What follows belongs to an exercise in optimizing a design on an open flow for small area; a production flow would make more cautious choices.
In this exercise RTL edits were held to simulation tests only and were not proved equivalent to the original.
The flow treats the clock pin as an ideal source. Dropping or thinning the clock tree relies on that and would not hold on a real chip.
Power figures rest on the tool's default switching activity, not on a simulated workload.

==> build 65 <==
// Top_Module
module Top_Module(
    input clk,  
    input rst,  
    input sw,  
    input btnC,  
    input btnU,  
    input btnR,  
    output [6:0] seg,
    output [3:0] an,
    output [7:0] led  
);
Settings: LEC_CHECK=0, CAP_MARGIN=20, CORE_MARGIN=2, CORE_UTILIZATION=70, SLEW_MARGIN=20; clock period 10.0 ns.
standard.sh (not shown) runs the stock make flow with config.mk's settings and CLKGATE_MAP_FILE= SYNTH_SCRIPT=/design/flow/synth_recipe.tcl, a recipe that flattens the netlist after the stock synthesis.
==> flow/flow/run.sh <==
#!/bin/bash
# Own layout flow:
#  1. the standard synthesis (kept as std_1_2_yosys.v for reference);
#  2. the same synthesis again with an area-oriented ABC script for the
#     combinational logic (own_synth.tcl); its registers are checked against
#     the standard synthesis (names and cells) and the standard netlist is used
#     if they differ;
#  3. the standard ORFS layout from floorplan to finish, with a smaller clock
#     tree built by manual_cts.tcl and the smallest buffer on the ports.
# Each tool's output goes to a log file in this folder.
set -euo pipefail
W=$PWD
F=$W/flow
R=$W/orfs/results/$FLOW_PLATFORM/Top_Module/base
L=$W/orfs/logs/$FLOW_PLATFORM/Top_Module/base

bash standard.sh synth > $W/log_std_synth.txt 2>&1
cp $R/1_2_yosys.v $W/std_1_2_yosys.v
cp $L/1_2_yosys.log $W/log_std_yosys.txt

export OWN_ABC_SCRIPT=$F/area.abc
bash standard.sh SYNTH_SCRIPT=$F/own_synth.tcl ADDER_MAP_FILE= do-yosys > $W/log_own_synth.txt 2>&1 || true
cp $L/1_2_yosys.log $W/log_own_yosys.txt || true

regs() { grep -oE '^\s*sky130_fd_sc_hd__(df|sdf|edf)[a-z0-9_]* +[^ ]+' "$1" | sed -E 's/_[0-9]+ / /; s/^\s*//' | sort; }
if [[ -s $R/1_2_yosys.v ]] && diff <(regs $W/std_1_2_yosys.v) <(regs $R/1_2_yosys.v) > $W/log_reg_diff.txt; then
  echo "own synthesis: registers match ($(regs $R/1_2_yosys.v | wc -l))"
else
  echo "own synthesis: registers differ or synthesis failed; using the standard netlist"
  cp $W/std_1_2_yosys.v $R/1_2_yosys.v
fi
touch $R/1_2_yosys.v

export OWN_CTS_CELL=${OWN_CTS_CELL:-sky130_fd_sc_hd__clkbuf_8}
export OWN_CTS_ROOT=${OWN_CTS_ROOT:-sky130_fd_sc_hd__clkbuf_8}
export OWN_RESULTS=$R
export PLATFORM_DIR=$FLOW_HOME/platforms/$FLOW_PLATFORM
LIMIT=${OWN_SLEW_LIMIT_PS:-115}
ok=0
bash standard.sh "BUFFER_PORTS_ARGS=-buffer_cell sky130_fd_sc_hd__buf_1" place > $W/log_orfs_place.txt 2>&1
for fan in ${OWN_CTS_FANS:-18 14 11 8}; do
  export OWN_CTS_MAXFAN=$fan
  bash standard.sh clean_cts clean_route clean_finish > /dev/null 2>&1 || true
  bash standard.sh \
    "PRE_CTS_TCL=$F/manual_cts.tcl" \
    "BUFFER_PORTS_ARGS=-buffer_cell sky130_fd_sc_hd__buf_1" \
    finish > $W/log_orfs_layout_fan$fan.txt 2>&1 || continue
  openroad -no_init -exit $F/clk_slew.tcl > $W/log_clk_slew_fan$fan.txt 2>&1 || continue
  slew=$(awk '/^OWN_CLK_SLEW_PS/ {print $2}' $W/log_clk_slew_fan$fan.txt)
  echo "manual clock tree, at most $fan sinks per buffer: worst clock-pin slew $slew ps"
  if awk -v s="$slew" -v l="$LIMIT" 'BEGIN { exit !(s > 0 && s <= l) }'; then ok=1; break; fi
done
if [[ $ok == 0 ]]; then
  echo "manual clock trees too slow; using TritonCTS"
  bash standard.sh clean_cts clean_route clean_finish > /dev/null 2>&1 || true
  bash standard.sh \
    "BUFFER_PORTS_ARGS=-buffer_cell sky130_fd_sc_hd__buf_1" \
    finish > $W/log_orfs_layout_tritoncts.txt 2>&1
fi
==> flow/flow/area.abc <==
strash
&get -n
&fraig -x
&put
scorr
dc2
strash
&get -n
&dch -f
&nf -R 1000
&put
==> flow/flow/manual_cts.tcl <==
# Clock tree for a small design, used instead of TritonCTS (ORFS's PRE_CTS_TCL
# hook): the flip-flops are split into groups of at most OWN_CTS_MAXFAN by
# position (k-means with a size cap),
# each group is driven by one clock buffer of type OWN_CTS_CELL placed at the
# group's centre, and the clock port drives only those buffers. ORFS's own
# clock_tree_synthesis call is then skipped; the rest of its CTS step (detailed
# placement, timing repair) runs as usual.
set maxfan [expr { [info exists ::env(OWN_CTS_MAXFAN)] ? $::env(OWN_CTS_MAXFAN) : 16 }]
set cell [expr { [info exists ::env(OWN_CTS_CELL)] ? $::env(OWN_CTS_CELL) : "sky130_fd_sc_hd__clkbuf_8" }]

set block [ord::get_db_block]
set clknet [[$block findBTerm clk] getNet]

# sinks: every instance pin on the clock net
set sinks {}
foreach it [$clknet getITerms] {
  set inst [$it getInst]
  set bb [$inst getBBox]
  lappend sinks [list $it [expr { ([$bb xMin] + [$bb xMax]) / 2.0 }] [expr { ([$bb yMin] + [$bb yMax]) / 2.0 }]]
}
set n [llength $sinks]
set k [expr { ($n + $maxfan - 1) / $maxfan }]
set cap [expr { ($n + $k - 1) / $k }]
puts "manual CTS: $n sinks, $k buffers of $cell, at most $cap sinks each"

# k-means, started from sinks spread along x
set sorted [lsort -real -index 1 $sinks]
set cx {}; set cy {}
for { set j 0 } { $j < $k } { incr j } {
  set s [lindex $sorted [expr { int(($j + 0.5) * $n / $k) }]]
  lappend cx [lindex $s 1]; lappend cy [lindex $s 2]
}
for { set iter 0 } { $iter < 50 } { incr iter } {
  # nearest centre with room left, sinks with the most to lose placed first
  set order {}
  set idx 0
  foreach s $sinks {
    set ds {}
    for { set j 0 } { $j < $k } { incr j } {
      lappend ds [list $j [expr { abs([lindex $s 1] - [lindex $cx $j]) + abs([lindex $s 2] - [lindex $cy $j]) }]]
    }
    set ds [lsort -real -index 1 $ds]
    set regret [expr { $k > 1 ? [lindex $ds 1 1] - [lindex $ds 0 1] : 0 }]
    lappend order [list $idx $regret $ds]
    incr idx
  }
  set order [lsort -real -decreasing -index 1 $order]
  set assign [lrepeat $n 0]
  set load [lrepeat $k 0]
  foreach o $order {
    foreach d [lindex $o 2] {
      set j [lindex $d 0]
      if { [lindex $load $j] < $cap } {
        lset assign [lindex $o 0] $j
        lset load $j [expr { [lindex $load $j] + 1 }]
        break
      }
    }
  }
  set nx {}; set ny {}
  for { set j 0 } { $j < $k } { incr j } {
    set sx 0.0; set sy 0.0; set c 0
    foreach s $sinks a $assign {
      if { $a == $j } { set sx [expr { $sx + [lindex $s 1] }]; set sy [expr { $sy + [lindex $s 2] }]; incr c }
    }
    if { $c > 0 } { lappend nx [expr { $sx / $c }]; lappend ny [expr { $sy / $c }] } else { lappend nx [lindex $cx $j]; lappend ny [lindex $cy $j] }
  }
  set cx $nx; set cy $ny
}

set master [[ord::get_db] findMaster $cell]
set drv $clknet
if { $k > 4 } {
  set rcell [expr { [info exists ::env(OWN_CTS_ROOT)] ? $::env(OWN_CTS_ROOT) : "sky130_fd_sc_hd__clkbuf_8" }]
  set root [odb::dbInst_create $block [[ord::get_db] findMaster $rcell] "clkbuf_own_root"]
  set drv [odb::dbNet_create $block "clknet_own_root"]
  $drv setSigType CLOCK
  [$root findITerm A] connect $clknet
  [$root findITerm X] connect $drv
  set sx 0.0; set sy 0.0
  foreach x $cx y $cy { set sx [expr { $sx + $x }]; set sy [expr { $sy + $y }] }
  $root setLocation [expr { int($sx / $k) }] [expr { int($sy / $k) }]
  $root setPlacementStatus PLACED
}
for { set j 0 } { $j < $k } { incr j } {
  set buf [odb::dbInst_create $block $master "clkbuf_own_$j"]
  set net [odb::dbNet_create $block "clknet_own_$j"]
  $net setSigType CLOCK
  [$buf findITerm A] connect $drv
  [$buf findITerm X] connect $net
  set c 0
  foreach s $sinks a $assign {
    if { $a == $j } {
      set it [lindex $s 0]
      $it disconnect
      $it connect $net
      incr c
    }
  }
  $buf setLocation [expr { int([lindex $cx $j]) }] [expr { int([lindex $cy $j]) }]
  $buf setPlacementStatus PLACED
  puts "manual CTS: buffer $j drives $c sinks at [expr { int([lindex $cx $j]) }] [expr { int([lindex $cy $j]) }]"
}
$clknet setSigType CLOCK

set_propagated_clock [all_clocks]
proc clock_tree_synthesis { args } {
  puts "manual CTS: clock_tree_synthesis skipped"
}
proc repair_clock_inverters { args } {}
Other scripts of this flow, unchanged in this note and not shown: flow/flow/clk_slew.tcl, flow/flow/own_synth.tcl
==> trial 44: changes against build 65 <==
--- a/flow/flow/run.sh
+++ b/flow/flow/run.sh
@@ -31,14 +31,14 @@
 fi
 touch $R/1_2_yosys.v
 
-export OWN_CTS_CELL=${OWN_CTS_CELL:-sky130_fd_sc_hd__clkbuf_8}
-export OWN_CTS_ROOT=${OWN_CTS_ROOT:-sky130_fd_sc_hd__clkbuf_8}
+export OWN_CTS_CELL=${OWN_CTS_CELL:-sky130_fd_sc_hd__inv_8}
+export OWN_CTS_ROOT=${OWN_CTS_ROOT:-sky130_fd_sc_hd__inv_8}
 export OWN_RESULTS=$R
 export PLATFORM_DIR=$FLOW_HOME/platforms/$FLOW_PLATFORM
-LIMIT=${OWN_SLEW_LIMIT_PS:-115}
+LIMIT=${OWN_SLEW_LIMIT_PS:-120}
 ok=0
 bash standard.sh "BUFFER_PORTS_ARGS=-buffer_cell sky130_fd_sc_hd__buf_1" place > $W/log_orfs_place.txt 2>&1
-for fan in ${OWN_CTS_FANS:-18 14 11 8}; do
+for fan in ${OWN_CTS_FANS:-23 20 18 16 14 12}; do
   export OWN_CTS_MAXFAN=$fan
   bash standard.sh clean_cts clean_route clean_finish > /dev/null 2>&1 || true
   bash standard.sh \
==> flow/flow/area.abc (replaced) <==
strash
&get -n
&fraig -x
&put
scorr
dc2
strash
&get -n
&deepsyn -T 60
&put
strash
&get -n
&dch -f
&nf -R 1000
&put
strash
&get -n
&dch -f
&nf -R 1000
&put
--- a/flow/flow/manual_cts.tcl
+++ b/flow/flow/manual_cts.tcl
@@ -69,14 +69,27 @@
 }
 
 set master [[ord::get_db] findMaster $cell]
+# input and output pin of a buffer or inverter cell
+proc io_iterms { inst } {
+  set in ""; set out ""
+  foreach it [$inst getITerms] {
+    if { [$it getSigType] ne "SIGNAL" } { continue }
+    if { [$it getIoType] eq "INPUT" } { set in $it }
+    if { [$it getIoType] eq "OUTPUT" } { set out $it }
+  }
+  return [list $in $out]
+}
 set drv $clknet
-if { $k > 4 } {
+# (an inverting group cell always gets an inverting root, so the flip-flops see
+# the clock's own polarity)
+if { $k > 4 || [string match "*inv*" $cell] } {
   set rcell [expr { [info exists ::env(OWN_CTS_ROOT)] ? $::env(OWN_CTS_ROOT) : "sky130_fd_sc_hd__clkbuf_8" }]
   set root [odb::dbInst_create $block [[ord::get_db] findMaster $rcell] "clkbuf_own_root"]
   set drv [odb::dbNet_create $block "clknet_own_root"]
   $drv setSigType CLOCK
-  [$root findITerm A] connect $clknet
-  [$root findITerm X] connect $drv
+  lassign [io_iterms $root] rin rout
+  $rin connect $clknet
+  $rout connect $drv
   set sx 0.0; set sy 0.0
   foreach x $cx y $cy { set sx [expr { $sx + $x }]; set sy [expr { $sy + $y }] }
   $root setLocation [expr { int($sx / $k) }] [expr { int($sy / $k) }]
@@ -86,8 +99,9 @@
   set buf [odb::dbInst_create $block $master "clkbuf_own_$j"]
   set net [odb::dbNet_create $block "clknet_own_$j"]
   $net setSigType CLOCK
-  [$buf findITerm A] connect $drv
-  [$buf findITerm X] connect $net
+  lassign [io_iterms $buf] bin bout
+  $bin connect $drv
+  $bout connect $net
   set c 0
   foreach s $sinks a $assign {
     if { $a == $j } {
--- a/flow/config.mk
+++ b/flow/config.mk
@@ -7,5 +7,5 @@
 export LEC_CHECK = 0
 export CAP_MARGIN = 20
 export CORE_MARGIN = 2
-export CORE_UTILIZATION = 70
+export CORE_UTILIZATION = 75
 export SLEW_MARGIN = 20
==> comparison table <==
item                                                                build 65        trial 44
Outcome                                                       finished clean  finished clean
Pre-CTS worst setup slack                                           6.011 ns        4.645 ns
DRT met1 WL                                                          3296 um         3115 um
Core area                                                         5608 sq um      5140 sq um
Post-Place Cell Area                                              4292 sq um      4190 sq um
Global routing usage on met3                                         0.02472         0.01529
DRT Wirelength                                                       6807 um         6619 um
Net Switching                                                      0.1484 mW       0.1751 mW
Worst setup path end                                             clock.m2[1]     clock.h1[2]
Final weighted congestion in routability-driven placement             0.8326          0.8173
Maximum achievable frequency                                       274.2 MHz       191.5 MHz
Switching part of the total power                                     0.2025          0.2455
Number of rows created at floorplan                                       27              26
Largest clock skew in the final design                           0.007472 ns      0.01450 ns
Routed length per instance                                          12.82 um        13.13 um
Sequential fraction of the synthesis area                             0.6130          0.6280
Count of fill cells added during filler insertion                        405             331
Synth Area in Compound Gates                                         0.09669         0.09595
Leakage Power                                                       1.646 nW        1.625 nW
Total non-filler cell area in the finished layout                 4402 sq um      4269 sq um
Via/cell ratio                                                         5.591           5.623
Slew headroom                                                         0.4574          0.4261
Hold Slack                                                         0.3563 ns       0.3515 ns
Maximum number of pins on one net before global-route repair              39              31
No run of this note takes its clock network from TritonCTS; it comes from the design's own scripts or RTL.

## static timing again, ports no longer ideal
How much do the figures lean on ideal ports? The routed layouts below were timed once more, with nothing changed but the port constraints. Step 1 sets driving cells, clkbuf_16 on the clock port and buf_2 on the other inputs (assumed; they add their load-dependent delay and slew). Step 2 times the ports against the registers' clock, not the clock port: input delays grow and output delays shrink by t, the midpoint of the rising clock arrivals with the driver on. a / b / c = ideal / step 1 / step 2; a / b = the first two.
run	t (ns)	slack for setup (ns)	worst slew at a driven data input, ns	pins driven straight from the clock port
build 65	0.382	6.353 / 6.353 / 5.972	0.03	1
trial 44	0.227	4.778 / 4.793 / 4.566	0.03	1
After both steps every run listed still meets setup and hold. For build 65, which loses most, drivers alone change the setup slack by 0.000 ns; drivers and shift together by -0.381 ns.
